This design comes from an exercise in tuning for small area on the open sky130 flow, not from production work. The RTL was checked by simulation tests, not by an equivalence proof against the original design.

## flow/design.v (module list and top-level ports; edited modules follow where they fit)
// module fa: 6 lines
// module ha: 6 lines
// module xnor2: 5 lines
// module or2: 5 lines
// module aoi222: 5 lines
// module nand2: 5 lines
// module nand3: 5 lines
// module nand4: 5 lines
// module nor2: 5 lines
// module nor4: 5 lines
// module nor3: 5 lines
// module bsel: 5 lines
// module bsel0: 5 lines
// module mac: 607 lines
// module rmux: 22 lines
// module h_rom_h: 213 lines
// module fir_H: 56 lines
module fir_H(xIn,sample,clk,reset,yOut,mode);
  // ...
==> flow/flow/run.sh <==
#!/bin/bash
# Layout flow: the standard ORFS flow (standard.sh) with two changes:
#  - before the resizer's repair_design, every cell is set to its smallest
#    drive strength (flow/downsize.tcl); repair_design sizes up what needs it;
#  - clock tree synthesis without dummy loads (CTS_ARGS).
# make's output goes to standard.log; ORFS keeps each step's log in orfs/logs.
set -euo pipefail
here=$(pwd)
export PRE_RESIZE_TCL=$here/flow/downsize.tcl
export REMOVE_ABC_BUFFERS=1
export BUFFER_PORTS_ARGS="-buffer_cell sky130_fd_sc_hd__buf_1"
export CTS_ARGS="-sink_clustering_enable -repair_clock_nets -dont_use_dummy_load -sink_clustering_size 28 -sink_clustering_max_diameter 100"
bash standard.sh > standard.log 2>&1
==> flow/flow/downsize.tcl <==
# Before the resizer's repair_design (PRE_RESIZE hook): give every cell the
# smallest drive strength of its function.  Synthesis sizes cells for speed
# that this design, with its long clock period, does not need; repair_design
# then upsizes or buffers wherever slew, capacitance or fanout need it.
set db [ord::get_db]
set block [ord::get_db_block]
set dont_use $::env(DONT_USE_CELLS)
set count 0
foreach inst [$block getInsts] {
  set m [$inst getMaster]
  set name [$m getName]
  if { ![regexp {^(sky130_fd_sc_hd__[a-z0-9]+)_([0-9]+)$} $name -> base drive] } { continue }
  if { [$inst isFixed] } { continue }
  set best $m
  foreach d {0 1 2 3 4 6 8 12 16} {
    set cname ${base}_$d
    if { [lsearch -exact $dont_use $cname] >= 0 } { continue }
    set c [$db findMaster $cname]
    if { $c == "NULL" || $c == "" } { continue }
    if { [$c getWidth] < [$best getWidth] } { set best $c }
  }
  if { $best != $m } {
    set p1 [lsort [lmap t [$m getMTerms] {$t getName}]]
    set p2 [lsort [lmap t [$best getMTerms] {$t getName}]]
    if { $p1 eq $p2 } {
      $inst swapMaster $best
      incr count
    }
  }
}
puts "downsize: $count instances set to their smallest drive strength"
==> flow/standard.sh <==
#!/bin/bash
# synth_recipe.tcl (not shown) runs the flow's synth.tcl, then flattens the netlist and writes it again
# the make line also repeats each setting of config.mk as NAME=value (left out here)
make -C /OpenROAD-flow-scripts/flow DESIGN_CONFIG=/design/flow/config.mk WORK_HOME=/design/flow/orfs CLKGATE_MAP_FILE= SYNTH_SCRIPT=/design/flow/synth_recipe.tcl "${@:-finish}"
==> flow/config.mk <==
export PLATFORM = sky130hd
export DESIGN_NAME = fir_H
export DESIGN_NICKNAME = fir_H
export VERILOG_FILES = /design/flow/design.v
export SDC_FILE = /design/flow/constraint.sdc
export NUM_CORES = 4
export LEC_CHECK = 0
export CAP_MARGIN = 20
export CORE_MARGIN = 2
export CORE_UTILIZATION = 60
export SLEW_MARGIN = 20
export SYNTH_HIERARCHICAL = 1
==> flow/constraint.sdc <==
create_clock -name core_clock -period 25.0 [get_ports {clk}]
set_input_delay 5.0000 -clock core_clock [delete_from_list [all_inputs] [get_ports {clk}]]
set_output_delay 5.0000 -clock core_clock [all_outputs]
set_load 0.01 [all_outputs]
==> reports/metrics.cfg, run 1 <==
[status]
status = finished clean

[floorplan]
io_pins = 36
chipWidth_um = 202

[global_routing]
pin_count_of_the_biggest_net_entering_global_routing = 38
globalRoute.busiestLayer = met2

[clocking]
cts_tree = yes
clock_sink_count = 575
total_clock_buffers_created_by_cts = 26
h-tree-depth = 1
clk-insertion-delay-late_ns = 0.60
cts_hold_repair_buffers = 0
clk_root_buf = sky130_fd_sc_hd__clkbuf_16

[sta]
hold-worst-slack_ns = 0.298
final.setup.worst_slack_ns = 5.61
slew_headroom_pct = 22.3
setup_viol_count_final = 0
finalClockSkew_ns = 0.0747
shortest_clock_period_the_worst_path_allows_after_layout_ns = 19.39
final_number_of_max_transition_violations = 0
clock.fmax_mhz = 51.6

[critical_path]
endpoint_kind = register
worst-r2r-setup-slack_ns = 8.40
worstReg2RegStart = r[0]$_SDFFE_PP0N_
slowest_stage = sky130_fd_sc_hd__ha_1
cpLargestDelayFamily = adder cells
max_stage_delay_ns = 0.97
cpMostUsedCell = sky130_fd_sc_hd__fa_1
critical_path_arrival_ns = 19.77

[finish]
mostFrequentLayoutCells = 559 x sky130_fd_sc_hd__dfxtp_1, 160 x sky130_fd_sc_hd__a222oi_1, 144 x sky130_fd_sc_hd__xor2_1
diodes_inserted = 1
fillerInstances = 3182
area_growth_pct = -0.240
largest-register = ring
num-nets-final = 2098

[synthesis]
post_synth_inst_count = 1864

[detailed_routing]
route.detailed.wl_per_inst_um = 22.9
ant_nets = 0

[placed_design]
detailed_place_hpwl_um = 39000
numPlacedInstances = 2400

[flow_run]
number_of_max_cap_violations = 0

==> inputs of run 2 (changes only) <==
--- a/flow/flow/run.sh
+++ b/flow/flow/run.sh
@@ -10,4 +10,4 @@
 export REMOVE_ABC_BUFFERS=1
 export BUFFER_PORTS_ARGS="-buffer_cell sky130_fd_sc_hd__buf_1"
-export CTS_ARGS="-sink_clustering_enable -repair_clock_nets -dont_use_dummy_load -sink_clustering_size 28 -sink_clustering_max_diameter 100"
+export CTS_ARGS="-sink_clustering_enable -repair_clock_nets -dont_use_dummy_load -sink_clustering_size 30 -sink_clustering_max_diameter 90"
 bash standard.sh > standard.log 2>&1
==> run 2 against run 1 <==
  * Hold slack got worse by 0.0011 ns
  * Maximum frequency about the same
  * Sequential cell count stayed put
  * Worst setup slack worse by 0.0061 ns
==> reports/metrics.cfg, run 2 <==
[status]
status = finished clean

[finish]
area_of_combinational_cells_with_multiple_inputs_um2 = 9760
layout-drive-gt1-share_pct = 2.57
num-nets-final = 2098  ; unchanged
largest_register_ff_count = 496
fillerInstances = 3190  ; +0.25%
mostFrequentLayoutCells = 559 x sky130_fd_sc_hd__dfxtp_1, 160 x sky130_fd_sc_hd__a222oi_1, 144 x sky130_fd_sc_hd__xor2_1
seq_area_um2 = 11700
area_growth_pct = -0.219  ; about the same
fin_area_um2 = 23400
largest-register = ring
most_common_library_cell_in_the_layout_ignoring_fill_and_taps = sky130_fd_sc_hd__dfxtp_1
largestRegisters = ring (496), acc (32)
final_cells = 2429

[sta]
unrepaired_setup_endpoints_after_global_routing = no
final_hold_viol_count = 0
hold-worst-slack_ns = 0.297  ; -0.00105 ns
finalClockSkew_ns = 0.0986  ; +0.0238 ns
setup_viol_count_final = 0  ; unchanged
final.period_utilization_pct = 77.6
slew_headroom_pct = 22.4  ; +0.10 points
shortest_clock_period_the_worst_path_allows_after_layout_ns = 19.40  ; +0.00610 ns
timing_worst_slew_pin_value_ns = 1.16
clock.fmax_mhz = 51.6  ; about the same
final_number_of_max_transition_violations = 0  ; unchanged
timing.setup.tns_ns = 0

[synthesis]
syn_avg_cell_area_um2 = 12.6
synthesis.area_um2 = 23500
synth.yosys.warnings = 7
post_synth_inst_count = 1864  ; unchanged

[placed_design]
total_of_buffers_placed_on_input_and_output_ports = 35
detailed_place_hpwl_um = 39000  ; unchanged
final_weighted_congestion_of_routability_driven_global_placement = 0.850
place_area_um2 = 22700
numPlacedInstances = 2400  ; unchanged

[flow_run]
number_of_max_cap_violations = 0  ; unchanged

[detailed_routing]
wl_um = 55800
post_drt_via_cell_ratio = 6.30
routed-via-count = 15312
route.detailed.drc = 0
drtPass1Iterations = 10
route.detailed.wl_per_inst_um = 23.0  ; +0.39%
initialDrtViolationCount = 1846
ant_nets = 0  ; unchanged

[global_routing]
grt_overflow = 0
grt.total_usage_pct = 27.6
pin_count_of_the_biggest_net_entering_global_routing = 38  ; unchanged
antenna_found_initial = 0
grt_pass1_vias = 15043
first_pass_grt_wire_length_um = 88200

[clocking]
cts_setup_buffers = 0
clk-insertion-delay-late_ns = 0.61  ; about the same
cts_tree = yes
h-tree-depth = 1  ; unchanged
clk_transition_reported_paths_ns = 0.10
total_clock_buffers_created_by_cts = 26  ; unchanged
cts_hold_repair_buffers = 0  ; unchanged
clk_root_buf = sky130_fd_sc_hd__clkbuf_16
clk_path_buf_depth = 3
cts.repair.resized = 0
clock_sink_count = 575  ; unchanged

[critical_path]
max_stage_delay_ns = 0.70  ; -0.27 ns
cp.required_ns = 25.42
endpoint_kind = register
cpMostUsedCell = sky130_fd_sc_hd__fa_1
critical_path_arrival_ns = 19.82  ; +0.05 ns
slowest_stage = sky130_fd_sc_hd__ha_1
worst-setup-path-type = input pin to register
cp-start-kind = input pin
crit_fanout = 32

[floorplan]
fp-row-count = 72
chipWidth_um = 202  ; unchanged
die_height_um = 202
design.core.area_um2 = 38600
design.die.area_um2 = 40700
start_util_pct = 60.7
io_pins = 36  ; unchanged

[hold_path]
hold_path_class = register to register

## run 2: layout make-up
class / count / share of cell area (%)
flip-flops and latches: 575 / 49.9
inverters: 55 / 0.882
multi-input cells: 1144 / 41.7
diodes: 3 / 0.0321
repair buffers: 108 / 1.99
well taps: 518 / 2.77
clock buffers: 26 / 2.78
## run 2: per-stage QoR
step | utilization [%] | setup WS (ns)
floorplan | - | 5.14
global placement | 62.8 | 4.55
detailed placement | 58.9 | 5.08
CTS | 60.5 | 5.59
global route | 60.6 | 4.91
finish | 60.6 | 5.60
## run 2: layer usage
| metal | track usage (%) | vias up | share of wire, % |
|---|---|---|---|
| met5 | 0 | - | 0 |
| met4 | 6.38 | 0 | 1.9 |
| met3 | 3.42 | 54 | 6.0 |
| met2 | 42.5 | 519 | 45 |
| met1 | 41.6 | 7723 | 47 |
| li1 | - | 7016 | - |
## run 2: path summary, 6_finish.rpt
kind | startpoint | end | slack [ns] | depth (start not counted)
setup / recovery | mode | acc[12]$_SDFF_PP0_ | 5.60 | 46
hold / removal | ring[292]$_DFF_P_ | ring[276]$_DFF_P_ | 0.30 | 0
setup reg to reg | r[0]$_SDFFE_PP0N_ | acc[12]$_SDFF_PP0_ | 8.43 | 49
hold reg to reg | ring[292]$_DFF_P_ | ring[276]$_DFF_P_ | 0.30 | 0
## run 2: critical path: cells and delay by family
kind	cells	cell delay (ns)
adder cells (fa/ha/maj)	33	11.79
AO/OA/AOI/OAI	1	0.06
buffers and inverters	4	0.68
XOR/XNOR	2	0.69
AND/OR/NAND/NOR	6	1.57
==> inputs of run 3 (changes only) <==
--- a/flow/flow/run.sh
+++ b/flow/flow/run.sh
@@ -10,4 +10,4 @@
 export REMOVE_ABC_BUFFERS=1
 export BUFFER_PORTS_ARGS="-buffer_cell sky130_fd_sc_hd__buf_1"
-export CTS_ARGS="-sink_clustering_enable -repair_clock_nets -dont_use_dummy_load -sink_clustering_size 30 -sink_clustering_max_diameter 90"
+export CTS_ARGS="-sink_clustering_enable -repair_clock_nets -dont_use_dummy_load -sink_clustering_size 32 -sink_clustering_max_diameter 100"
 bash standard.sh > standard.log 2>&1
==> run 3 against run 2 <==
  * Still clean on timing, DRC and antenna
  * Maximum frequency about the same
  * Sequential share of layout area up 0.16 points
  * Clock skew down 0.0073 ns
  * Routed wire length down 0.43%
  * Count of clock-buffer cells in the layout down 3
  * Register-to-register slack about the same
  * Cell count about the same
  * Utilization down 0.19 points
  * Critical path type unchanged
  * Largest cell class unchanged
==> reports/metrics.cfg, run 3 <==
[synthesis]
synthesis.area_um2 = 23500  ; unchanged
post_synth_inst_count = 1864  ; unchanged
synth.yosys.warnings = 7  ; unchanged
syn_avg_cell_area_um2 = 12.6  ; unchanged

[sta]
timing.setup.tns_ns = 0  ; unchanged
final_number_of_max_transition_violations = 0  ; unchanged
shortest_clock_period_the_worst_path_allows_after_layout_ns = 19.40  ; +0.00144 ns
clock.fmax_mhz = 51.6  ; about the same
unrepaired_setup_endpoints_after_global_routing = no
final_hold_viol_count = 0  ; unchanged
setup_viol_count_final = 0  ; unchanged
final.period_utilization_pct = 77.6  ; about the same
timing_worst_slew_pin_value_ns = 1.18  ; +0.0195 ns
final.setup.worst_slack_ns = 5.60  ; -0.00144 ns
finalClockSkew_ns = 0.0913  ; -0.00726 ns
slew_headroom_pct = 21.1  ; -1.3 points

[detailed_routing]
maxUsedRoutingLayer = met4
ant_nets = 0  ; unchanged
drtPass1Iterations = 11  ; +1
met3_wirelength_um = 3510  ; +4.0%
wirelength_met1_um = 26100  ; -1.5%
post_drt_via_cell_ratio = 6.31  ; +0.14%
route.detailed.wl_per_inst_um = 22.9  ; -0.35%
route.detailed.drc = 0  ; unchanged
routed-via-count = 15321  ; +0.059%
initialDrtViolationCount = 1808  ; -2.1%
met2_wirelength_from_detailed_routing_um = 24900  ; +0.17%
wl_um = 55500  ; -0.43%

[clocking]
cts_hold_repair_buffers = 0  ; unchanged
h-tree-depth = 1  ; unchanged
clk_path_buf_depth = 3  ; unchanged
clock_sink_count = 575  ; unchanged
cts_tree = yes
total_clock_buffers_created_by_cts = 23  ; -12%
clk_transition_reported_paths_ns = 0.11  ; about the same
cts.repair.resized = 0  ; unchanged
clk-insertion-delay-late_ns = 0.59  ; -0.02 ns
clk_root_buf = sky130_fd_sc_hd__clkbuf_16
cts_setup_buffers = 0  ; unchanged

[critical_path]
r2r-end = acc[2]$_SDFF_PP0_
cpMostUsedCell = sky130_fd_sc_hd__fa_1
crit_fanout = 32  ; unchanged
slowest_stage = sky130_fd_sc_hd__ha_1
cp.required_ns = 25.36  ; -0.06 ns
worst-r2r-cell-count = 49  ; unchanged
critical_path_arrival_ns = 19.76  ; -0.06 ns
max_stage_delay_ns = 0.97  ; +0.27 ns
worstReg2RegStart = r[0]$_SDFFE_PP0N_
endpoint_kind = register
worst-setup-path-type = input pin to register
cp-start-kind = input pin
worst-r2r-setup-slack_ns = 8.43  ; about the same

[finish]
largest-register = ring
most_common_library_cell_in_the_layout_ignoring_fill_and_taps = sky130_fd_sc_hd__dfxtp_1
largest_register_ff_count = 496  ; unchanged
mostFrequentLayoutCells = 559 x sky130_fd_sc_hd__dfxtp_1, 160 x sky130_fd_sc_hd__a222oi_1, 144 x sky130_fd_sc_hd__xor2_1
fin_area_um2 = 23300  ; -0.31%
fillerInstances = 3200  ; +0.31%
area_growth_pct = -0.528
largestRegisters = ring (496), acc (32)
num-nets-final = 2095  ; -0.14%
layout-drive-gt1-share_pct = 2.41  ; -0.15 points

[floorplan]
start_util_pct = 60.7  ; unchanged
io_pins = 36  ; unchanged
chipWidth_um = 202  ; unchanged
die_height_um = 202  ; unchanged
design.die.area_um2 = 40700  ; unchanged
fp-row-count = 72  ; unchanged
design.core.area_um2 = 38600  ; unchanged

[hold_path]
hp-start = ring[299]$_DFF_P_
holdPathEnd = ring[283]$_DFF_P_
hold_path_class = register to register
hold_depth = 0  ; unchanged

[global_routing]
first_pass_grt_wire_length_um = 88100  ; about the same
grt.total_usage_pct = 27.5  ; -0.043 points
grt_overflow = 0  ; unchanged
grt_pass1_vias = 15098  ; +0.37%
antenna_found_initial = 0  ; unchanged
pin_count_of_the_biggest_net_entering_global_routing = 38  ; unchanged

[flow_run]
number_of_max_cap_violations = 0  ; unchanged

[placed_design]
final_weighted_congestion_of_routability_driven_global_placement = 0.850  ; unchanged
dp_slack_ns = 5.08  ; unchanged
detailed_place_hpwl_um = 39000  ; unchanged
place_area_um2 = 22700  ; unchanged
total_of_buffers_placed_on_input_and_output_ports = 35  ; unchanged

[status]
status = finished clean

## run 3: final cells by class
class	instances	area, um^2	share of cell area, %
Antenna cell	4	10.0	0.0429
Tap cell	518	648	2.78
Inverter	55	206	0.885
Clock buffer	23	576	2.47
Timing Repair Buffer	108	467	2.00
Multi-Input combinational cell	1144	9760	41.8
Sequential cell	575	11700	50.0
## run 3: routing by layer
| layer | up-vias | track usage, % |
|---|---|---|
| met2 | 548 | 42.8 |
| met4 | 0 | 6.30 |
| met5 | - | 0 |
| met1 | 7701 | 41.4 |
| li1 | 7008 | - |
| met3 | 64 | 3.19 |
## run 3: critical path: cells and delay by family
family / cells / cell delay, ns
AOI/OAI and AO/OA: 1 / 0.14
xor gates and xnor gates: 2 / 0.68
and+or+nand+nor: 6 / 1.18
buffers and inverters: 4 / 0.67
adders and majority gates: 33 / 12.06
## run 3: worst max-delay path by stage
stage / end / slack (ns) / from / depth (start not counted)
after global routing: acc[12]$_SDFF_PP0_ / 4.92 / mode / 46
after floorplan: acc[0]$_SDFF_PP0_ / 5.14 / mode / 44
after detailed placement: acc[12]$_SDFF_PP0_ / 5.08 / mode / 46
after CTS: acc[4]$_SDFF_PP0_ / 5.61 / mode / 46
after global placement: acc[25]$_SDFF_PP0_ / 4.55 / mode / 45
final: acc[2]$_SDFF_PP0_ / 5.60 / mode / 46
## run 3: metrics by stage
step / utilization, % / cells / hold slack [ns]
6_report: 60.4 / 2427 / 0.300
2_1_floorplan: - / 1774 / 0.330
3_3_place_gp: 62.8 / 2396 / 0.332
4_1_cts: 60.4 / 2423 / 0.303
3_5_place_dp: 58.9 / 2400 / 0.336
5_1_grt: 60.4 / 2423 / 0.301
==> module fir_H, before the edit <==
module fir_H(xIn,sample,clk,reset,yOut,mode);
input mode;
input sample, clk, reset;
input[15:0] xIn;
output reg[15:0] yOut;
	reg [495:0] ring;           
	reg [4:0] r;                
	reg [15:0] xb;              
	reg [4:0] ph;               
	reg [4:0] u;                
	reg [31:0] acc;
	wire start = sample & ~reset & (ph == 5'd0);
	wire busy = (ph != 5'd0);
	wire ins = busy & ((ph == r) | ((ph == 5'd31) & (r == 5'd0)));
	wire [15:0] fb = ins ? xb : ring[15:0];
	always @(posedge clk)
		ring <= {fb, ring[495:16]};
	always @(posedge clk)
		if (!busy) xb <= xIn;
	always @(posedge clk)
		if (reset) r <= 5'd0;
		else if (!(start | busy)) r <= (r == 5'd0) ? 5'd30 : r - 5'd1;
	wire [15:0] hn;
	wire [30:0] sel;
	genvar g;
	generate for (g = 0; g < 31; g = g + 1) begin : rd
		assign sel[g] = (r == g);
	end
	for (g = 0; g < 16; g = g + 1) begin : rb
		wire [30:0] d;
		genvar w;
		for (w = 0; w < 31; w = w + 1) begin : dw
			assign d[w] = ring[16*w + g];
		end
		rmux m(.d(d), .sel(sel), .yn(hn[g]));
	end endgenerate
	always @(posedge clk)
		if (reset) ph <= 5'd0;
		else if (start | busy) ph <= ph + 5'd1;
	always @(posedge clk)
		if (reset) u <= 5'd31;
		else if (ph == 5'd31 && u != 5'd0) u <= u - 5'd1;
	wire [7:0] onen, twon, neg;
	h_rom_h rom(.addr(ph), .mode(mode), .onen(onen), .twon(twon), .neg(neg));
	wire [32:0] s;
	mac mac0(.hn(hn), .acc(acc), .onen(onen), .twon(twon), .neg(neg), .s(s));
	wire [31:0] sat = (s[32] == s[31]) ? s[31:0] : (s[32] ? 32'h8000_0000 : 32'h07ff_ffff);
	wire clr = reset | (ph == 5'd31) | (~busy & ~sample) | (ph < u);
	always @(posedge clk)
		acc <= clr ? 32'd0 : sat;
	wire [15:0] y = acc[31] ? (acc[30] ? acc[30:15] : 16'h8000)
	                        : (acc[30] ? 16'h7fff : acc[30:15]);
	always @(posedge clk)
		if (reset) yOut <= 16'd0;
		else if (ph == 5'd31) yOut <= y;
endmodule
==> inputs of run 4 (changes only) <==
--- a/flow/design.v
+++ b/flow/design.v
@@ -695,4 +695,52 @@
 nor3 o3(.a(o[0]), .b(o[1]), .c(o[2]), .y(yn));
 endmodule
+module inc5(a,y);                 
+input[4:0] a;
+output[4:0] y;
+assign y[0] = ~a[0];
+assign y[1] = a[1] ^ a[0];
+assign y[2] = a[2] ^ (a[1] & a[0]);
+assign y[3] = a[3] ^ (a[2] & a[1] & a[0]);
+assign y[4] = a[4] ^ (a[3] & a[2] & a[1] & a[0]);
+endmodule
+module dec5(a,y);                 
+input[4:0] a;
+output[4:0] y;
+assign y[0] = ~a[0];
+assign y[1] = a[1] ^ ~a[0];
+assign y[2] = a[2] ^ ~(a[1] | a[0]);
+assign y[3] = a[3] ^ ~(a[2] | a[1] | a[0]);
+assign y[4] = a[4] ^ ~(a[3] | a[2] | a[1] | a[0]);
+endmodule
+module eq5(a,b,y);                
+input[4:0] a,b;
+output y;
+assign y = ~|(a ^ b);
+endmodule
+module lt5(a,b,y);                
+input[4:0] a,b;
+output y;
+assign y = a < b;
+endmodule
+module mux2(a,b,s,y);             
+input a,b,s;
+output y;
+assign y = s ? b : a;
+endmodule
+module ao21(a1,a2,b1,y);
+input a1,a2,b1;
+output y;
+assign y = (a1 & a2) | b1;
+endmodule
+module and2(a,b,y);
+input a,b;
+output y;
+assign y = a & b;
+endmodule
+module ybit(a,a31n,sat,rst,y);    
+input a,a31n,sat,rst;
+output y;
+assign y = ~rst & (sat ? a31n : a);
+endmodule
 module h_rom_h(addr,mode,onen,twon,neg);
 input mode;
@@ -919,22 +967,39 @@
 	reg [4:0] u;                
 	reg [31:0] acc;
-	wire start = sample & ~reset & (ph == 5'd0);
-	wire busy = (ph != 5'd0);
-	wire ins = busy & ((ph == r) | ((ph == 5'd31) & (r == 5'd0)));
-	wire [15:0] fb = ins ? xb : ring[15:0];
+	wire busy = |ph;            
+	wire ld = &ph;              
+	wire rest = ~busy & ~sample;    
+	wire [4:0] rn = ~r;
+	wire [3:0] an;
+	wire [7:0] bn;
+	wire [30:0] sel;
+	genvar g;
+	generate for (g = 0; g < 4; g = g + 1) begin : pa
+		nand2 p(.a(g & 1 ? r[0] : rn[0]), .b(g & 2 ? r[1] : rn[1]), .y(an[g]));
+	end
+	for (g = 0; g < 8; g = g + 1) begin : pb
+		nand3 p(.a(g & 1 ? r[2] : rn[2]), .b(g & 2 ? r[3] : rn[3]), .c(g & 4 ? r[4] : rn[4]), .y(bn[g]));
+	end
+	for (g = 0; g < 31; g = g + 1) begin : dl
+		nor2 l(.a(an[g % 4]), .b(bn[g / 4]), .y(sel[g]));
+	end endgenerate
+	wire eq;
+	eq5 cmp_ins(.a(ph), .b(r), .y(eq));
+	wire ins = busy & (eq | (ld & sel[0]));
+	wire [15:0] fb;
+	generate for (g = 0; g < 16; g = g + 1) begin : fbm
+		mux2 m(.a(ring[g]), .b(xb[g]), .s(ins), .y(fb[g]));
+	end endgenerate
 	always @(posedge clk)
 		ring <= {fb, ring[495:16]};
 	always @(posedge clk)
 		if (!busy) xb <= xIn;
+	wire [4:0] rdec;
+	dec5 rd(.a(r), .y(rdec));
+	wire [4:0] rnext = {rdec[4:1], rdec[0] & ~sel[0]} & {5{~reset}};
 	always @(posedge clk)
-		if (reset) r <= 5'd0;
-		else if (!(start | busy)) r <= (r == 5'd0) ? 5'd30 : r - 5'd1;
+		if (reset | rest) r <= rnext;
 	wire [15:0] hn;
-	wire [30:0] sel;
-	genvar g;
-	generate for (g = 0; g < 31; g = g + 1) begin : rd
-		assign sel[g] = (r == g);
-	end
-	for (g = 0; g < 16; g = g + 1) begin : rb
+	generate for (g = 0; g < 16; g = g + 1) begin : rb
 		wire [30:0] d;
 		genvar w;
@@ -944,22 +1009,41 @@
 		rmux m(.d(d), .sel(sel), .yn(hn[g]));
 	end endgenerate
+	wire [4:0] phinc;
+	inc5 pi(.a(ph), .y(phinc));
+	wire cnt = ~reset & (sample | busy);
 	always @(posedge clk)
-		if (reset) ph <= 5'd0;
-		else if (start | busy) ph <= ph + 5'd1;
+		ph <= phinc & {5{cnt}};
+	wire [4:0] udec;
+	dec5 ud(.a(u), .y(udec));
 	always @(posedge clk)
-		if (reset) u <= 5'd31;
-		else if (ph == 5'd31 && u != 5'd0) u <= u - 5'd1;
+		if (reset | (ld & (|u))) u <= udec | {5{reset}};
 	wire [7:0] onen, twon, neg;
 	h_rom_h rom(.addr(ph), .mode(mode), .onen(onen), .twon(twon), .neg(neg));
 	wire [32:0] s;
 	mac mac0(.hn(hn), .acc(acc), .onen(onen), .twon(twon), .neg(neg), .s(s));
-	wire [31:0] sat = (s[32] == s[31]) ? s[31:0] : (s[32] ? 32'h8000_0000 : 32'h07ff_ffff);
-	wire clr = reset | (ph == 5'd31) | (~busy & ~sample) | (ph < u);
+	wire lt;
+	lt5 cmp_u(.a(ph), .b(u), .y(lt));
+	wire clr = reset | ld | rest | lt;
+	wire ovp = ~s[32] & s[31];      
+	wire ovn = s[32] & ~s[31];      
+	wire keep = ~(clr | ovp | ovn);
+	wire setp = ~clr & ovp;
+	wire setn = ~clr & ovn;
+	wire [31:0] accd;
+	generate for (g = 0; g < 32; g = g + 1) begin : ab
+		if (g < 27) ao21 a(.a1(s[g]), .a2(keep), .b1(setp), .y(accd[g]));
+		else if (g < 31) and2 a(.a(s[g]), .b(keep), .y(accd[g]));
+		else ao21 a(.a1(s[g]), .a2(keep), .b1(setn), .y(accd[g]));
+	end endgenerate
 	always @(posedge clk)
-		acc <= clr ? 32'd0 : sat;
-	wire [15:0] y = acc[31] ? (acc[30] ? acc[30:15] : 16'h8000)
-	                        : (acc[30] ? 16'h7fff : acc[30:15]);
+		acc <= accd;
+	wire sat = acc[31] ^ acc[30];
+	wire a31n = ~acc[31];
+	wire [15:0] yd;
+	generate for (g = 0; g < 15; g = g + 1) begin : yb
+		ybit b(.a(acc[15+g]), .a31n(a31n), .sat(sat), .rst(reset), .y(yd[g]));
+	end endgenerate
+	assign yd[15] = acc[31] & ~reset;
 	always @(posedge clk)
-		if (reset) yOut <= 16'd0;
-		else if (ph == 5'd31) yOut <= y;
+		if (reset | ld) yOut <= yd;
 endmodule
--- a/flow/flow/run.sh
+++ b/flow/flow/run.sh
@@ -10,4 +10,4 @@
 export REMOVE_ABC_BUFFERS=1
 export BUFFER_PORTS_ARGS="-buffer_cell sky130_fd_sc_hd__buf_1"
-export CTS_ARGS="-sink_clustering_enable -repair_clock_nets -dont_use_dummy_load -sink_clustering_size 32 -sink_clustering_max_diameter 100"
+export CTS_ARGS="-sink_clustering_enable -repair_clock_nets -dont_use_dummy_load -sink_clustering_size 28 -sink_clustering_max_diameter 100"
 bash standard.sh > standard.log 2>&1
==> run 4 against run 3 <==
  * Critical path depth shrank 1
  * Non-clock buffer count fell by 1
  * Hold slack worse by 0.015 ns
  * Worst setup slack improved by 0.39 ns
  * Synthesized area decreased by 3.5%
  * Critical path type unchanged
  * Clock skew fell by 0.011 ns
==> reports/metrics.cfg, run 4 <==
[finish]
largest_register_ff_count = 496  ; unchanged
largest-register = ring
largestRegisters = ring (496), acc (32)
area_growth_pct = 1.17
fillerInstances = 3038  ; -5.1%
layout-drive-gt1-share_pct = 2.92  ; +0.51 points
post-route-util_pct = 61.2  ; +0.86 points
mostFrequentLayoutCells = 533 x sky130_fd_sc_hd__dfxtp_1, 160 x sky130_fd_sc_hd__a222oi_1, 152 x sky130_fd_sc_hd__xor2_1
most_common_library_cell_in_the_layout_ignoring_fill_and_taps = sky130_fd_sc_hd__dfxtp_1
num-nets-final = 1925  ; -8.1%

[critical_path]
cpMostUsedCell = sky130_fd_sc_hd__fa_1
max_stage_delay_ns = 0.53  ; -0.44 ns
worst-setup-path-type = input pin to register
endpoint_kind = register
cp-start-kind = input pin
crit_fanout = 26  ; -19%
worst-r2r-cell-count = 48  ; -2.0%
slowest_stage = sky130_fd_sc_hd__fa_1
cp.required_ns = 25.49  ; +0.13 ns
critical_path_arrival_ns = 19.49  ; -0.27 ns

[clocking]
cts.repair.resized = 0  ; unchanged
clk_root_buf = sky130_fd_sc_hd__clkbuf_16
clk_transition_reported_paths_ns = 0.10  ; about the same
clk-insertion-delay-late_ns = 0.62  ; +0.03 ns
clk_path_buf_depth = 3  ; unchanged
h-tree-depth = 1  ; unchanged
cts_tree = yes
total_clock_buffers_created_by_cts = 26  ; +13%
clock_sink_count = 575  ; unchanged
cts_setup_buffers = 0  ; unchanged
cts_hold_repair_buffers = 0  ; unchanged

[sta]
finalClockSkew_ns = 0.0804  ; -0.0109 ns
timing.setup.tns_ns = 0  ; unchanged
final_number_of_max_transition_violations = 0  ; unchanged
clock.fmax_mhz = 52.6  ; +2.1%
slew_headroom_pct = 18.9  ; -2.2 points
setup_viol_count_final = 0  ; unchanged
unrepaired_setup_endpoints_after_global_routing = no
final_hold_viol_count = 0  ; unchanged
final.period_utilization_pct = 76.0  ; -1.6 points
timing_worst_slew_pin_value_ns = 1.22  ; +0.0332 ns
shortest_clock_period_the_worst_path_allows_after_layout_ns = 19.00  ; -0.392 ns

[detailed_routing]
drtPass1Iterations = 13  ; +2
wl_um = 55500  ; about the same
routed-via-count = 14080  ; -8.1%
route.detailed.drc = 0  ; unchanged
ant_nets = 0  ; unchanged
initialDrtViolationCount = 1843  ; +1.9%
post_drt_via_cell_ratio = 6.24  ; -1.1%
route.detailed.wl_per_inst_um = 24.6  ; +7.5%

[hold_path]
hold_path_class = register to register
hold_depth = 0  ; unchanged

[floorplan]
start_util_pct = 60.5  ; -0.17 points
chipWidth_um = 198  ; -1.7%
io_pins = 36  ; unchanged
design.core.area_um2 = 37400  ; -3.2%
fp-row-count = 71  ; -1.4%
die_height_um = 198  ; -1.7%
design.die.area_um2 = 39300  ; -3.4%

[synthesis]
synth.yosys.warnings = 7  ; unchanged
post_synth_inst_count = 1661  ; -11%
synthesis.area_um2 = 22600  ; -3.5%
syn_avg_cell_area_um2 = 13.6  ; +8.3%

[global_routing]
antenna_found_initial = 2  ; +2
grt.total_usage_pct = 29.0  ; +1.4 points
pin_count_of_the_biggest_net_entering_global_routing = 30  ; -21%
first_pass_grt_wire_length_um = 85800  ; -2.7%
grt_pass1_vias = 14312  ; -5.2%
grt_overflow = 0  ; unchanged

[placed_design]
final_weighted_congestion_of_routability_driven_global_placement = 0.875  ; +2.9%
detailed_place_hpwl_um = 37500  ; -3.6%
total_of_buffers_placed_on_input_and_output_ports = 35  ; unchanged

[flow_run]
number_of_max_cap_violations = 0  ; unchanged

[status]
status = finished clean

==> run 4: path summary, 6_finish.rpt <==
path                            slack (ns)              from               end
worst max-delay path                  6.00              mode   acc[11]$_DFF_P_
worst min-delay path                  0.29  ring[58]$_DFF_P_  ring[42]$_DFF_P_
worst max register to register        8.71     ph[1]$_DFF_P_   acc[11]$_DFF_P_
worst min register to register        0.29  ring[58]$_DFF_P_  ring[42]$_DFF_P_
==> run 4: final cells by class <==
cell class              count  area (um^2)  area share, %
multi-input cells         995         9080           39.6
diodes                      1         2.50         0.0109
flip-flops and latches    575        11900           52.1
repair buffers            107          450           1.97
inverters                  41          154          0.672
well taps                 511          639           2.79
clock buffers              26          651           2.84
==> run 4: worst max-delay path, delay by kind of cell <==
kind	cells	cell delay (ns)
adder cells (fa/ha/maj)	32	11.26
AND/OR/NAND/NOR	6	1.38
buffers and inverters	4	1.31
XOR/XNOR	2	0.32
AO/OA/AOI/OAI	1	0.20
==> run 4: metrics by stage <==
| stage | hold slack [ns] | cell area, um^2 | instances | setup WS, ns |
|---|---|---|---|---|
| floorplan | 0.330 | 22300 | 1611 | 4.77 |
| finish | 0.285 | 22900 | 2256 | 6.00 |
| CTS | 0.288 | 22900 | 2255 | 5.61 |
| global placement | 0.332 | 23700 | 2227 | 5.75 |
| detailed placement | 0.336 | 22200 | 2229 | 5.04 |
| global route | 0.288 | 22900 | 2255 | 5.45 |
==> run 4: metal layers <==
metal | vias up | GRT usage [%] | wire length, um
li1 | 6352 | - | -
met5 | - | 0 | 0
met2 | 567 | 43.0 | 24000
met3 | 69 | 6.40 | 5100
met4 | 0 | 6.66 | 1050
met1 | 7092 | 43.3 | 25300
==> inputs of run 5 (changes only) <==
--- a/flow/design.v
+++ b/flow/design.v
@@ -721,5 +721,11 @@
 input[4:0] a,b;
 output y;
-assign y = a < b;
+wire [4:0] l;
+assign l[0] = ~a[0] & b[0];
+genvar i;
+generate for (i = 1; i < 5; i = i + 1) begin : bw
+	assign l[i] = (~a[i] & b[i]) | (~a[i] & l[i-1]) | (b[i] & l[i-1]);
+end endgenerate
+assign y = l[4];
 endmodule
 module mux2(a,b,s,y);             
--- a/flow/flow/run.sh
+++ b/flow/flow/run.sh
@@ -10,4 +10,4 @@
 export REMOVE_ABC_BUFFERS=1
 export BUFFER_PORTS_ARGS="-buffer_cell sky130_fd_sc_hd__buf_1"
-export CTS_ARGS="-sink_clustering_enable -repair_clock_nets -dont_use_dummy_load -sink_clustering_size 28 -sink_clustering_max_diameter 100"
+export CTS_ARGS="-sink_clustering_enable -repair_clock_nets -dont_use_dummy_load -sink_clustering_size 32 -sink_clustering_max_diameter 100"
 bash standard.sh > standard.log 2>&1
--- a/flow/config.mk
+++ b/flow/config.mk
@@ -9,4 +9,5 @@
 export CORE_MARGIN = 2
 export CORE_UTILIZATION = 60
+export PLACE_DENSITY = 0.8
 export SLEW_MARGIN = 20
 export SYNTH_HIERARCHICAL = 1
==> run 5 against run 4 <==
  * Worst setup slack gained 0.19 ns
  * Hold slack gained 0.012 ns
  * Critical path depth shrank 1
  * Synthesized area shrank 0.12%
  * Utilization shrank 0.20 points
  * Cell count is essentially flat
  * Largest cell class unchanged
  * Highest routed layer unchanged
==> reports/metrics.cfg, run 5 <==
[floorplan]
fp-row-count = 71  ; unchanged
die_height_um = 198  ; about the same
io_pins = 36  ; unchanged
chipWidth_um = 198  ; about the same
design.core.area_um2 = 37400  ; unchanged
design.die.area_um2 = 39300  ; -0.11%
start_util_pct = 60.5  ; -0.070 points

[detailed_routing]
routed-via-count = 14144  ; +0.45%
post_drt_via_cell_ratio = 6.28  ; +0.54%
wl_um = 53400  ; -3.8%
ant_nets = 0  ; unchanged
route.detailed.drc = 0  ; unchanged
initialDrtViolationCount = 1824  ; -1.0%
route.detailed.wl_per_inst_um = 23.7  ; -3.7%
drtPass1Iterations = 10  ; -3

[global_routing]
pin_count_of_the_biggest_net_entering_global_routing = 33  ; +10%
first_pass_grt_wire_length_um = 82600  ; -3.7%
grt.total_usage_pct = 27.6  ; -1.4 points
antenna_found_initial = 0  ; -2
grt_overflow = 0  ; unchanged
grt_pass1_vias = 14371  ; +0.41%

[clocking]
total_clock_buffers_created_by_cts = 24  ; -7.7%
cts.repair.resized = 0  ; unchanged
h-tree-depth = 1  ; unchanged
clk_path_buf_depth = 3  ; unchanged
clock_sink_count = 575  ; unchanged
clk-insertion-delay-late_ns = 0.61  ; about the same
clk_root_buf = sky130_fd_sc_hd__clkbuf_16
cts_setup_buffers = 0  ; unchanged
clk_transition_reported_paths_ns = 0.11  ; about the same
cts_tree = yes
cts_hold_repair_buffers = 0  ; unchanged

[critical_path]
worst-setup-path-type = input pin to register
cp.required_ns = 25.48  ; about the same
endpoint_kind = register
critPathCapture = acc[10]$_DFF_P_
cpMostUsedCell = sky130_fd_sc_hd__fa_1
cpLargestDelayFamily = adder cells
worstSetupStartpoint = mode
crit_fanout = 32  ; +23%
crit_cells = 44  ; -2.2%
max_stage_delay_ns = 0.66  ; +0.13 ns
worstReg2RegStart = ph[0]$_DFF_P_
r2r-end = acc[10]$_DFF_P_
critical_path_arrival_ns = 19.29  ; -0.20 ns
slowest_stage = sky130_fd_sc_hd__and4b_2
critical_path_buf_inv_count = 3  ; -1
cp-start-kind = input pin
worst-r2r-cell-count = 47  ; -2.1%
worst-r2r-setup-slack_ns = 8.80  ; +0.09 ns

[finish]
area_growth_pct = 0.957
fillerInstances = 2921  ; -3.9%
diodes_inserted = 0  ; -1
final_cells = 2254  ; -0.089%
largest-register = ring
largestRegisters = ring (496), acc (32)
mostFrequentLayoutCells = 533 x sky130_fd_sc_hd__dfxtp_1, 160 x sky130_fd_sc_hd__a222oi_1, 152 x sky130_fd_sc_hd__xor2_1
layout-drive-gt1-share_pct = 2.58  ; -0.34 points
seq_area_um2 = 11900  ; unchanged
post-route-util_pct = 61.0  ; -0.20 points
area_of_combinational_cells_with_multiple_inputs_um2 = 9050  ; -0.29%
most_common_library_cell_in_the_layout_ignoring_fill_and_taps = sky130_fd_sc_hd__dfxtp_1
largest_register_ff_count = 496  ; unchanged
num-nets-final = 1920  ; -0.26%

[hold_path]
hold_path_class = register to register

[sta]
final_hold_viol_count = 0  ; unchanged
final.period_utilization_pct = 75.3  ; -0.75 points
finalClockSkew_ns = 0.0888  ; +0.00841 ns
final_number_of_max_transition_violations = 0  ; unchanged
setup_viol_count_final = 0  ; unchanged
hold-worst-slack_ns = 0.298  ; +0.0125 ns
timing_worst_slew_pin_value_ns = 1.15  ; -0.0625 ns
slew_headroom_pct = 23.0  ; +4.2 points
clock.fmax_mhz = 53.1  ; +1.0%
timing.setup.tns_ns = 0  ; unchanged
shortest_clock_period_the_worst_path_allows_after_layout_ns = 18.82  ; -0.188 ns
unrepaired_setup_endpoints_after_global_routing = no

[placed_design]
numPlacedInstances = 2230  ; +0.045%
total_of_buffers_placed_on_input_and_output_ports = 35  ; unchanged
detailed_place_hpwl_um = 36900  ; -1.6%
final_weighted_congestion_of_routability_driven_global_placement = 0.894  ; +2.2%

[synthesis]
post_synth_inst_count = 1657  ; -0.24%
synthesis.area_um2 = 22600  ; -0.12%
synth.yosys.warnings = 7  ; unchanged
syn_avg_cell_area_um2 = 13.6  ; +0.13%

[status]
status = finished clean

[flow_run]
number_of_max_cap_violations = 0  ; unchanged

-- run 5: changes by cell type in the layout (fill, tap and decap cells not counted), sizes merged, moves of 2 or more --
| cell | change |
|---|---|
| maj3 | +2 |
| buf | +9 |
| clkbuf | -6 |
| ha | -4 |
-- run 5: how the worst min path moves through the flow --
stage | startpoint | end | depth (start not counted)
6_report | ring[310]$_DFF_P_ | ring[294]$_DFF_P_ | 0
5_1_grt | ring[310]$_DFF_P_ | ring[294]$_DFF_P_ | 0
4_1_cts | ring[444]$_DFF_P_ | ring[428]$_DFF_P_ | 0
3_5_place_dp | ring[440]$_DFF_P_ | ring[424]$_DFF_P_ | 0
3_3_place_gp | ring[105]$_DFF_P_ | ring[89]$_DFF_P_ | 0
2_1_floorplan | ring[144]$_DFF_P_ | ring[128]$_DFF_P_ | 0
-- run 5: worst register-to-register path: cells and delay by family (launching register included) --
family,cells,cell delay (ns)
fa+ha+maj,33,11.58
flops,1,0.60
compound gates,1,0.21
xor+xnor,4,1.18
buf+inv,2,0.61
simple gates,7,1.87
-- run 5: routing by layer --
layer / share of wire (%) / vias up / track usage (%)
met5: 0 / - / 0
met4: 3.0 / 0 / 8.97
met3: 7.3 / 109 / 4.39
met2: 47 / 536 / 44.3
met1: 43 / 7147 / 38.4
li1: - / 6352 / -
-- run 5: through the flow --
step	area [um^2]	worst slack, ns
after floorplan	22200	4.77
after global placement	23700	5.37
after detailed placement	22200	5.36
after CTS	22800	5.89
after global routing	22800	5.59
final	22800	6.18
-- run 5: final cells by class --
class                   count  share of cell area (%)
inverters                  40                   0.658
well taps                 511                    2.80
flip-flops and latches    575                    52.3
multi-input cells         992                    39.6
repair buffers            112                    2.01
clock buffers              24                    2.63
==> inputs of run 6 (changes only) <==
--- a/flow/config.mk
+++ b/flow/config.mk
@@ -9,5 +9,4 @@
 export CORE_MARGIN = 2
 export CORE_UTILIZATION = 60
-export PLACE_DENSITY = 0.8
 export SLEW_MARGIN = 20
 export SYNTH_HIERARCHICAL = 1
==> run 6 against run 5 <==
  * Critical path type unchanged
  * Maximum frequency down 1.2%
  * First-iteration DRC count is 8.7% lower
  * Sequential share of layout area fell by 0.066 points
  * Synthesized area stayed put
  * Utilization up 0.077 points
  * Synthesized cell count unchanged
  * Clock skew decreased by 0.013 ns
  * Cell count barely moved
  * Sequential cell count did not move
==> reports/metrics.cfg, run 6 <==
[sta]
timing.setup.tns_ns = 0  ; unchanged
shortest_clock_period_the_worst_path_allows_after_layout_ns = 19.04  ; +0.228 ns
final.period_utilization_pct = 76.2  ; +0.91 points
unrepaired_setup_endpoints_after_global_routing = no
clock.fmax_mhz = 52.5  ; -1.2%
setup_viol_count_final = 0  ; unchanged
final_number_of_max_transition_violations = 0  ; unchanged
final.setup.worst_slack_ns = 5.96  ; -0.228 ns
slew_headroom_pct = 21.3  ; -1.8 points
timing_worst_slew_pin_value_ns = 1.18  ; +0.0264 ns
finalClockSkew_ns = 0.0760  ; -0.0128 ns
final_hold_viol_count = 0  ; unchanged

[detailed_routing]
route.detailed.wl_per_inst_um = 24.3  ; +2.6%
wl_um = 54800  ; +2.5%
routed-via-count = 14042  ; -0.72%
drtPass1Iterations = 10  ; unchanged
route.detailed.drc = 0  ; unchanged
initialDrtViolationCount = 1665  ; -8.7%
ant_nets = 0  ; unchanged
post_drt_via_cell_ratio = 6.24  ; -0.63%

[placed_design]
numPlacedInstances = 2227  ; -0.13%
detailed_place_hpwl_um = 37500  ; +1.6%
total_of_buffers_placed_on_input_and_output_ports = 35  ; unchanged
place_area_um2 = 22200  ; about the same
final_weighted_congestion_of_routability_driven_global_placement = 0.831  ; -7.0%
dp_slack_ns = 4.99  ; -0.373 ns

[floorplan]
io_pins = 36  ; unchanged
chipWidth_um = 198  ; unchanged
die_height_um = 198  ; unchanged
design.die.area_um2 = 39300  ; unchanged
design.core.area_um2 = 37400  ; unchanged
start_util_pct = 60.5  ; unchanged
fp-row-count = 71  ; unchanged

[finish]
final_cells = 2252  ; -0.089%
most_common_library_cell_in_the_layout_ignoring_fill_and_taps = sky130_fd_sc_hd__dfxtp_1
largest-register = ring
mostFrequentLayoutCells = 533 x sky130_fd_sc_hd__dfxtp_1, 160 x sky130_fd_sc_hd__a222oi_1, 152 x sky130_fd_sc_hd__xor2_1
layout-drive-gt1-share_pct = 3.39  ; +0.81 points
fin_area_um2 = 22900  ; +0.13%
area_of_combinational_cells_with_multiple_inputs_um2 = 9050  ; about the same
fillerInstances = 3057  ; +4.7%
diodes_inserted = 0  ; unchanged
largestRegisters = ring (496), acc (32)
num-nets-final = 1918  ; -0.10%
area_growth_pct = 1.08
seq_area_um2 = 11900  ; unchanged
largest_register_ff_count = 496  ; unchanged

[critical_path]
slowest_stage = sky130_fd_sc_hd__fa_1
endpoint_kind = register
max_stage_delay_ns = 0.53  ; -0.13 ns
worst-r2r-cell-count = 49  ; +4.3%
critical_path_arrival_ns = 19.51  ; +0.22 ns
cpMostUsedCell = sky130_fd_sc_hd__fa_1
r2r-end = acc[20]$_DFF_P_
crit_fanout = 29  ; -9.4%
worstReg2RegStart = ph[0]$_DFF_P_
cp.required_ns = 25.47  ; about the same
worst-setup-path-type = input pin to register
cp-start-kind = input pin
worst-r2r-setup-slack_ns = 8.79  ; about the same

[global_routing]
grt.total_usage_pct = 28.6  ; +1.1 points
first_pass_grt_wire_length_um = 84600  ; +2.4%
antenna_found_initial = 0  ; unchanged
grt_overflow = 0  ; unchanged
grt_pass1_vias = 14311  ; -0.42%
pin_count_of_the_biggest_net_entering_global_routing = 33  ; unchanged

[hold_path]
hold_depth = 0  ; unchanged
hold_path_class = register to register
hp-start = ring[268]$_DFF_P_
holdPathEnd = ring[252]$_DFF_P_

[clocking]
cts_hold_repair_buffers = 0  ; unchanged
clk_path_buf_depth = 3  ; unchanged
clk_root_buf = sky130_fd_sc_hd__clkbuf_16
clock_sink_count = 575  ; unchanged
total_clock_buffers_created_by_cts = 24  ; unchanged
cts.repair.resized = 0  ; unchanged
cts_tree = yes
clk-insertion-delay-late_ns = 0.60  ; about the same
h-tree-depth = 1  ; unchanged
clk_transition_reported_paths_ns = 0.11  ; about the same
cts_setup_buffers = 0  ; unchanged

[synthesis]
synth.yosys.warnings = 7  ; unchanged
syn_avg_cell_area_um2 = 13.6  ; unchanged
synthesis.area_um2 = 22600  ; unchanged
post_synth_inst_count = 1657  ; unchanged

[flow_run]
number_of_max_cap_violations = 0  ; unchanged

[status]
status = finished clean

run 6: worst max path at each step:
stage	start	endpoint	slack [ns]	cells after the start
after floorplan	mode	acc[0]$_DFF_P_	4.77	42
after global placement	mode	acc[28]$_DFF_P_	5.89	45
final	mode	acc[20]$_DFF_P_	5.96	45
after CTS	mode	acc[20]$_DFF_P_	5.57	45
after detailed placement	mode	acc[28]$_DFF_P_	4.99	45
after global routing	mode	acc[15]$_DFF_P_	5.35	45
run 6: layer usage:
layer	vias up	global-route usage, %	part of all wire (%)
li1	6342	-	-
met1	7100	41.1	45
met2	544	44.4	45
met3	54	6.69	8.9
met4	2	6.02	1.5
met5	-	0	0.091
run 6: critical path, delay by kind of cell:
family | cells | cell delay, ns
xor gates and xnor gates | 2 | 0.36
AOI/OAI and AO/OA | 1 | 0.20
and+or+nand+nor | 6 | 1.38
adders and majority gates | 32 | 11.24
buffers and inverters | 4 | 1.28
run 6: cell type report:
type                            count  share of cell area, %
Timing Repair Buffer              110                   2.14
Clock buffer                       24                   2.63
Sequential cell                   575                   52.2
Inverter                           40                  0.657
Multi-Input combinational cell    992                   39.6
Tap cell                          511                   2.80
run 6: per-stage QoR:
step | hold WS, ns | utilization, %
2_1_floorplan | 0.330 | -
3_3_place_gp | 0.332 | 63.3
3_5_place_dp | 0.336 | 59.4
4_1_cts | 0.271 | 61.1
5_1_grt | 0.268 | 61.1
6_report | 0.275 | 61.1
==> inputs of run 7 (changes only) <==
--- a/flow/flow/run.sh
+++ b/flow/flow/run.sh
@@ -10,4 +10,4 @@
 export REMOVE_ABC_BUFFERS=1
 export BUFFER_PORTS_ARGS="-buffer_cell sky130_fd_sc_hd__buf_1"
-export CTS_ARGS="-sink_clustering_enable -repair_clock_nets -dont_use_dummy_load -sink_clustering_size 32 -sink_clustering_max_diameter 100"
+export CTS_ARGS="-sink_clustering_enable -repair_clock_nets -dont_use_dummy_load -sink_clustering_size 16 -sink_clustering_max_diameter 60 -buf_list sky130_fd_sc_hd__clkbuf_8"
 bash standard.sh > standard.log 2>&1
==> run 7 against run 6 <==
  * Non-clock buffer count did not move
  * First-iteration DRC count up 0.24%
  * Cell area rose by 0.26%
  * Cell count rose by 1.1%
  * Clock skew is 0.045 ns higher
  * Utilization increased by 0.16 points
  * Critical endpoint unchanged
  * Synthesized area stayed put
  * Critical path type unchanged
  * Highest routed layer unchanged
  * Die area stayed put
  * Synthesized cell count unchanged
==> reports/metrics.cfg, run 7 <==
[critical_path]
endpoint_kind = register
r2r-end = acc[20]$_DFF_P_
cpMostUsedCell = sky130_fd_sc_hd__fa_1
crit_fanout = 29  ; unchanged
worstReg2RegStart = ph[0]$_DFF_P_
cpLargestDelayFamily = adder cells
worst-r2r-setup-slack_ns = 8.76  ; -0.03 ns
slowest_stage = sky130_fd_sc_hd__fa_1
worst-r2r-cell-count = 50  ; +2.0%
cp-start-kind = input pin
critical_path_arrival_ns = 19.52  ; about the same
max_stage_delay_ns = 0.53  ; about the same
worstSetupStartpoint = mode
critical_path_buf_inv_count = 4  ; unchanged
worst-setup-path-type = input pin to register
cp.required_ns = 25.49  ; +0.02 ns

[sta]
hold-worst-slack_ns = 0.279  ; +0.00449 ns
setup_viol_count_final = 0  ; unchanged
slew_headroom_pct = 21.9  ; +0.60 points
final.period_utilization_pct = 76.1  ; -0.079 points
clock.fmax_mhz = 52.6  ; +0.10%
final_hold_viol_count = 0  ; unchanged
timing_worst_slew_pin_value_ns = 1.17  ; -0.00895 ns
final_number_of_max_transition_violations = 0  ; unchanged
shortest_clock_period_the_worst_path_allows_after_layout_ns = 19.02  ; -0.0197 ns
finalClockSkew_ns = 0.121  ; +0.0452 ns
timing.setup.tns_ns = 0  ; unchanged
unrepaired_setup_endpoints_after_global_routing = no

[floorplan]
design.die.area_um2 = 39300  ; unchanged
io_pins = 36  ; unchanged
fp-row-count = 71  ; unchanged
design.core.area_um2 = 37400  ; unchanged
chipWidth_um = 198  ; unchanged
die_height_um = 198  ; unchanged
start_util_pct = 60.5  ; unchanged

[placed_design]
final_weighted_congestion_of_routability_driven_global_placement = 0.831  ; unchanged
place_area_um2 = 22200  ; unchanged
total_of_buffers_placed_on_input_and_output_ports = 35  ; unchanged
numPlacedInstances = 2227  ; unchanged
detailed_place_hpwl_um = 37500  ; unchanged

[flow_run]
number_of_max_cap_violations = 0  ; unchanged

[global_routing]
grt_pass1_vias = 14564  ; +1.8%
antenna_found_initial = 0  ; unchanged
grt.total_usage_pct = 29.1  ; +0.50 points
first_pass_grt_wire_length_um = 85600  ; +1.2%
pin_count_of_the_biggest_net_entering_global_routing = 30  ; -9.1%
grt_overflow = 0  ; unchanged

[hold_path]
hold_depth = 0  ; unchanged
hp-start = ring[286]$_DFF_P_
holdPathEnd = ring[270]$_DFF_P_
hold_path_class = register to register

[finish]
mostFrequentLayoutCells = 533 x sky130_fd_sc_hd__dfxtp_1, 160 x sky130_fd_sc_hd__a222oi_1, 152 x sky130_fd_sc_hd__xor2_1
largestRegisters = ring (496), acc (32)
seq_area_um2 = 11900  ; unchanged
final_cells = 2276  ; +1.1%
most_common_library_cell_in_the_layout_ignoring_fill_and_taps = sky130_fd_sc_hd__dfxtp_1
largest-register = ring
fin_area_um2 = 22900  ; +0.26%
largest_register_ff_count = 496  ; unchanged
area_of_combinational_cells_with_multiple_inputs_um2 = 9050  ; unchanged
num-nets-final = 1942  ; +1.3%
diodes_inserted = 0  ; unchanged
layout-drive-gt1-share_pct = 4.70  ; +1.3 points
area_growth_pct = 1.35
fillerInstances = 3059  ; +0.065%

[clocking]
clk_root_buf = sky130_fd_sc_hd__clkbuf_8
clk_path_buf_depth = 3  ; unchanged
cts_setup_buffers = 0  ; unchanged
cts.repair.resized = 0  ; unchanged
clk_transition_reported_paths_ns = 0.09  ; -0.02 ns
clk-insertion-delay-late_ns = 0.67  ; +0.07 ns
cts_tree = yes
clock_sink_count = 575  ; unchanged
total_clock_buffers_created_by_cts = 48  ; +100%
h-tree-depth = 2  ; +1
cts_hold_repair_buffers = 0  ; unchanged

[detailed_routing]
routed-via-count = 14144  ; +0.73%
ant_nets = 0  ; unchanged
wl_um = 55300  ; +1.0%
post_drt_via_cell_ratio = 6.21  ; -0.34%
route.detailed.drc = 0  ; unchanged
drtPass1Iterations = 10  ; unchanged
route.detailed.wl_per_inst_um = 24.3  ; about the same
initialDrtViolationCount = 1669  ; +0.24%

[status]
status = finished clean

[synthesis]
synthesis.area_um2 = 22600  ; unchanged
syn_avg_cell_area_um2 = 13.6  ; unchanged
post_synth_inst_count = 1657  ; unchanged
synth.yosys.warnings = 7  ; unchanged

-- run 7: worst max path at each step --
stage                      endpoint  slack [ns]  cells after the start
floorplan            acc[0]$_DFF_P_        4.77                     42
global placement    acc[28]$_DFF_P_        5.89                     45
detailed placement  acc[28]$_DFF_P_        4.99                     45
CTS                 acc[20]$_DFF_P_        5.62                     45
global route        acc[20]$_DFF_P_        5.39                     45
finish              acc[20]$_DFF_P_        5.98                     45
-- run 7: cell type report --
class	instances	area share (%)
Timing Repair Buffer	110	2.13
Multi-Input combinational cell	992	39.5
Clock buffer	48	2.88
Sequential cell	575	52.1
Inverter	40	0.655
Tap cell	511	2.79
-- run 7: through the flow --
stage	util, %	setup WS (ns)
2_1_floorplan	-	4.77
3_3_place_gp	63.3	5.89
3_5_place_dp	59.4	4.99
4_1_cts	61.2	5.62
5_1_grt	61.3	5.39
6_report	61.3	5.98
-- run 7: worst register-to-register path: cells and delay by family, from the launching register on --
kind | cells | cell delay (ns)
AOI/OAI and AO/OA | 1 | 0.21
and+or+nand+nor | 7 | 1.64
DFF | 1 | 0.65
buffers and inverters | 5 | 1.49
adders and majority gates | 33 | 11.55
xor gates and xnor gates | 4 | 0.59
-- run 7: per-layer routing --
metal / track usage, % / wire (um) / part of all wire, % / up-vias
li1: - / - / - / 6375
met1: 41.4 / 24700 / 45 / 7130
met2: 44.6 / 24500 / 44 / 558
met3: 7.56 / 5030 / 9.1 / 79
met4: 7.30 / 1030 / 1.9 / 2
met5: 0 / 51 / 0.092 / -
==> inputs of run 8 (changes only) <==
--- a/flow/flow/run.sh
+++ b/flow/flow/run.sh
@@ -10,4 +10,4 @@
 export REMOVE_ABC_BUFFERS=1
 export BUFFER_PORTS_ARGS="-buffer_cell sky130_fd_sc_hd__buf_1"
-export CTS_ARGS="-sink_clustering_enable -repair_clock_nets -dont_use_dummy_load -sink_clustering_size 16 -sink_clustering_max_diameter 60 -buf_list sky130_fd_sc_hd__clkbuf_8"
+export CTS_ARGS="-sink_clustering_enable -repair_clock_nets -dont_use_dummy_load -sink_clustering_size 20 -sink_clustering_max_diameter 70 -buf_list sky130_fd_sc_hd__clkbuf_8"
 bash standard.sh > standard.log 2>&1
==> run 8 against run 7 <==
  * Critical path depth unchanged
  * Utilization decreased by 0.34 points
  * Sequential share of layout area rose by 0.29 points
  * Global-route usage is 0.091 points lower
  * Maximum frequency barely moved
  * Cell area decreased by 0.55%
  * Die area is the same
  * Count of clock-buffer cells in the layout shrank 8
  * Clock skew up 0.0012 ns
  * Critical endpoint is now acc[15]$_DFF_P_
  * Largest cell class unchanged
  * Highest routed layer is now met4
==> reports/metrics.cfg, run 8 <==
[critical_path]
cpMostUsedCell = sky130_fd_sc_hd__fa_1
endpoint_kind = register
cp-start-kind = input pin
worst-r2r-setup-slack_ns = 8.77  ; about the same
cp.required_ns = 25.48  ; about the same
worst-setup-path-type = input pin to register
slowest_stage = sky130_fd_sc_hd__fa_1
critical_path_arrival_ns = 19.52  ; about the same
worstReg2RegStart = ph[0]$_DFF_P_
worstSetupStartpoint = mode
worst-r2r-cell-count = 50  ; unchanged
crit_fanout = 29  ; unchanged
max_stage_delay_ns = 0.53  ; about the same
critPathCapture = acc[15]$_DFF_P_
r2r-end = acc[15]$_DFF_P_

[finish]
num-nets-final = 1933  ; -0.46%
largest_register_ff_count = 496  ; unchanged
area_growth_pct = 0.791
diodes_inserted = 0  ; unchanged
most_common_library_cell_in_the_layout_ignoring_fill_and_taps = sky130_fd_sc_hd__dfxtp_1
largestRegisters = ring (496), acc (32)
largest-register = ring
final_cells = 2267  ; -0.40%
layout-drive-gt1-share_pct = 4.16  ; -0.55 points
post-route-util_pct = 60.9  ; -0.34 points
mostFrequentLayoutCells = 533 x sky130_fd_sc_hd__dfxtp_1, 160 x sky130_fd_sc_hd__a222oi_1, 152 x sky130_fd_sc_hd__xor2_1

[floorplan]
io_pins = 36  ; unchanged
design.die.area_um2 = 39300  ; unchanged
die_height_um = 198  ; unchanged
design.core.area_um2 = 37400  ; unchanged
chipWidth_um = 198  ; unchanged
fp-row-count = 71  ; unchanged
start_util_pct = 60.5  ; unchanged

[global_routing]
grt_util_met3_pct = 7.94  ; +0.37 points
global_route.usage.met2_pct = 44.5  ; -0.10 points
first_pass_grt_wire_length_um = 85300  ; -0.36%
global_route.usage.met1_pct = 41.3  ; about the same
globalRoute.busiestLayer = met2
pin_count_of_the_biggest_net_entering_global_routing = 30  ; unchanged
grt.total_usage_pct = 29.0  ; -0.091 points
grt_pass1_vias = 14431  ; -0.91%
grt_overflow = 0  ; unchanged
antenna_found_initial = 0  ; unchanged

[sta]
unrepaired_setup_endpoints_after_global_routing = no
slew_headroom_pct = 15.9  ; -6.0 points
final.period_utilization_pct = 76.2  ; about the same
timing.setup.tns_ns = 0  ; unchanged
setup_viol_count_final = 0  ; unchanged
final.setup.worst_slack_ns = 5.96  ; -0.0147 ns
shortest_clock_period_the_worst_path_allows_after_layout_ns = 19.04  ; +0.0147 ns
final_number_of_max_transition_violations = 0  ; unchanged
clock.fmax_mhz = 52.5  ; about the same
final_hold_viol_count = 0  ; unchanged
finalClockSkew_ns = 0.122  ; +0.00115 ns
timing_worst_slew_pin_value_ns = 1.26  ; +0.0902 ns

[clocking]
cts.repair.resized = 0  ; unchanged
cts_tree = yes
clk_root_buf = sky130_fd_sc_hd__clkbuf_8
clk_path_buf_depth = 3  ; unchanged
cts_hold_repair_buffers = 0  ; unchanged
clk_transition_reported_paths_ns = 0.11  ; +0.02 ns
clock_sink_count = 575  ; unchanged
h-tree-depth = 2  ; unchanged
total_clock_buffers_created_by_cts = 40  ; -17%
cts_setup_buffers = 0  ; unchanged
clk-insertion-delay-late_ns = 0.66  ; about the same

[placed_design]
dp_slack_ns = 4.99  ; unchanged
final_weighted_congestion_of_routability_driven_global_placement = 0.831  ; unchanged
numPlacedInstances = 2227  ; unchanged
total_of_buffers_placed_on_input_and_output_ports = 35  ; unchanged
detailed_place_hpwl_um = 37500  ; unchanged

[flow_run]
number_of_max_cap_violations = 0  ; unchanged

[synthesis]
syn_avg_cell_area_um2 = 13.6  ; unchanged
post_synth_inst_count = 1657  ; unchanged
synthesis.area_um2 = 22600  ; unchanged
synth.yosys.warnings = 7  ; unchanged

[hold_path]
hold_path_class = register to register

[detailed_routing]
drtPass1Iterations = 9  ; -1
route.detailed.wl_per_inst_um = 24.3  ; +0.12%
routed-via-count = 14138  ; -0.042%
route.detailed.drc = 0  ; unchanged
wl_um = 55200  ; -0.27%
ant_nets = 0  ; unchanged
post_drt_via_cell_ratio = 6.24  ; +0.35%
initialDrtViolationCount = 1758  ; +5.3%

[status]
status = finished clean

-- run 8: cell count changes in the layout (fill, tap and decap cells not counted), sizes merged --
| cell | delta |
|---|---|
| clkbuf | -9 |
-- run 8: through the flow --
stage | area, um^2 | hold WS, ns
floorplan | 22200 | 0.330
global placement | 23700 | 0.332
detailed placement | 22200 | 0.336
CTS | 22800 | 0.273
global route | 22800 | 0.290
finish | 22800 | 0.294
-- run 8: cell type report --
class	count	area [um^2]
inverters	40	150
well taps	511	639
fillers	3065	14600
multi-input cells	992	9050
flip-flops and latches	575	11900
repair buffers	109	473
clock buffers	40	551
-- run 8: how the worst min path moves through the flow --
| stage | from | endpoint | slack, ns | cells after the start |
|---|---|---|---|---|
| floorplan | ring[144]$_DFF_P_ | ring[128]$_DFF_P_ | 0.33 | 0 |
| global placement | ring[342]$_DFF_P_ | ring[326]$_DFF_P_ | 0.33 | 0 |
| detailed placement | ring[147]$_DFF_P_ | ring[131]$_DFF_P_ | 0.34 | 0 |
| CTS | ring[438]$_DFF_P_ | ring[422]$_DFF_P_ | 0.27 | 0 |
| global route | ring[438]$_DFF_P_ | ring[422]$_DFF_P_ | 0.29 | 0 |
| finish | ring[438]$_DFF_P_ | ring[422]$_DFF_P_ | 0.29 | 0 |
-- run 8: critical path, delay by kind of cell --
kind	cells	cell delay, ns
adders and majority gates	32	11.24
and+or+nand+nor	6	1.39
AOI/OAI and AO/OA	1	0.20
xor gates and xnor gates	2	0.35
buffers and inverters	4	1.29
-- run 8: routing by layer --
metal	vias up	part of all wire (%)
met2	556	44
met1	7145	45
met3	75	9.2
li1	6362	-
met5	-	0
met4	0	1.7

[what the ideal ports hide]
How much do the figures lean on ideal ports? The routed layouts below were timed once more, with nothing changed but the port constraints. Step 1 sets driving cells, clkbuf_16 on the clock port and buf_2 on the other inputs (assumed; they add their load-dependent delay and slew). Step 2 also shifts input and output timing later by t, the mid clock arrival at the registers, as if the neighbouring blocks saw the same clock. a / b / c = ideal ports / drivers / drivers and shift; a / b = the first two.
| run | shift t [ns] | setup slack, ns | slew at the worst register clock pin (ns) | worst slew at a driven data input, ns | cell pins on the clock port's net |
|---|---|---|---|---|---|
| run 1 | 0.618 | 5.611 / 5.638 / 5.020 | 0.11 / 0.11 | 0.06 | 1 |
| run 2 | 0.615 | 5.605 / 5.632 / 5.018 | 0.11 / 0.11 | 0.06 | 1 |
| run 3 | 0.604 | 5.603 / 5.629 / 5.026 | 0.12 / 0.12 | 0.06 | 1 |
| run 4 | 0.631 | 5.995 / 6.030 / 5.399 | 0.11 / 0.11 | 0.04 | 1 |
| run 5 | 0.619 | 6.183 / 6.169 / 5.551 | 0.11 / 0.11 | 0.07 | 1 |
| run 6 | 0.618 | 5.955 / 5.988 / 5.370 | 0.12 / 0.12 | 0.03 | 1 |
| run 7 | 0.665 | 5.975 / 6.003 / 5.338 | 0.10 / 0.10 | 0.03 | 1 |
| run 8 | 0.649 | 5.960 / 5.988 / 5.339 | 0.12 / 0.12 | 0.03 | 1 |
After both steps setup and hold are still met in every run listed. The setup slack of run 7, which loses most, moves by +0.028 ns with the drivers and by -0.637 ns with both steps.
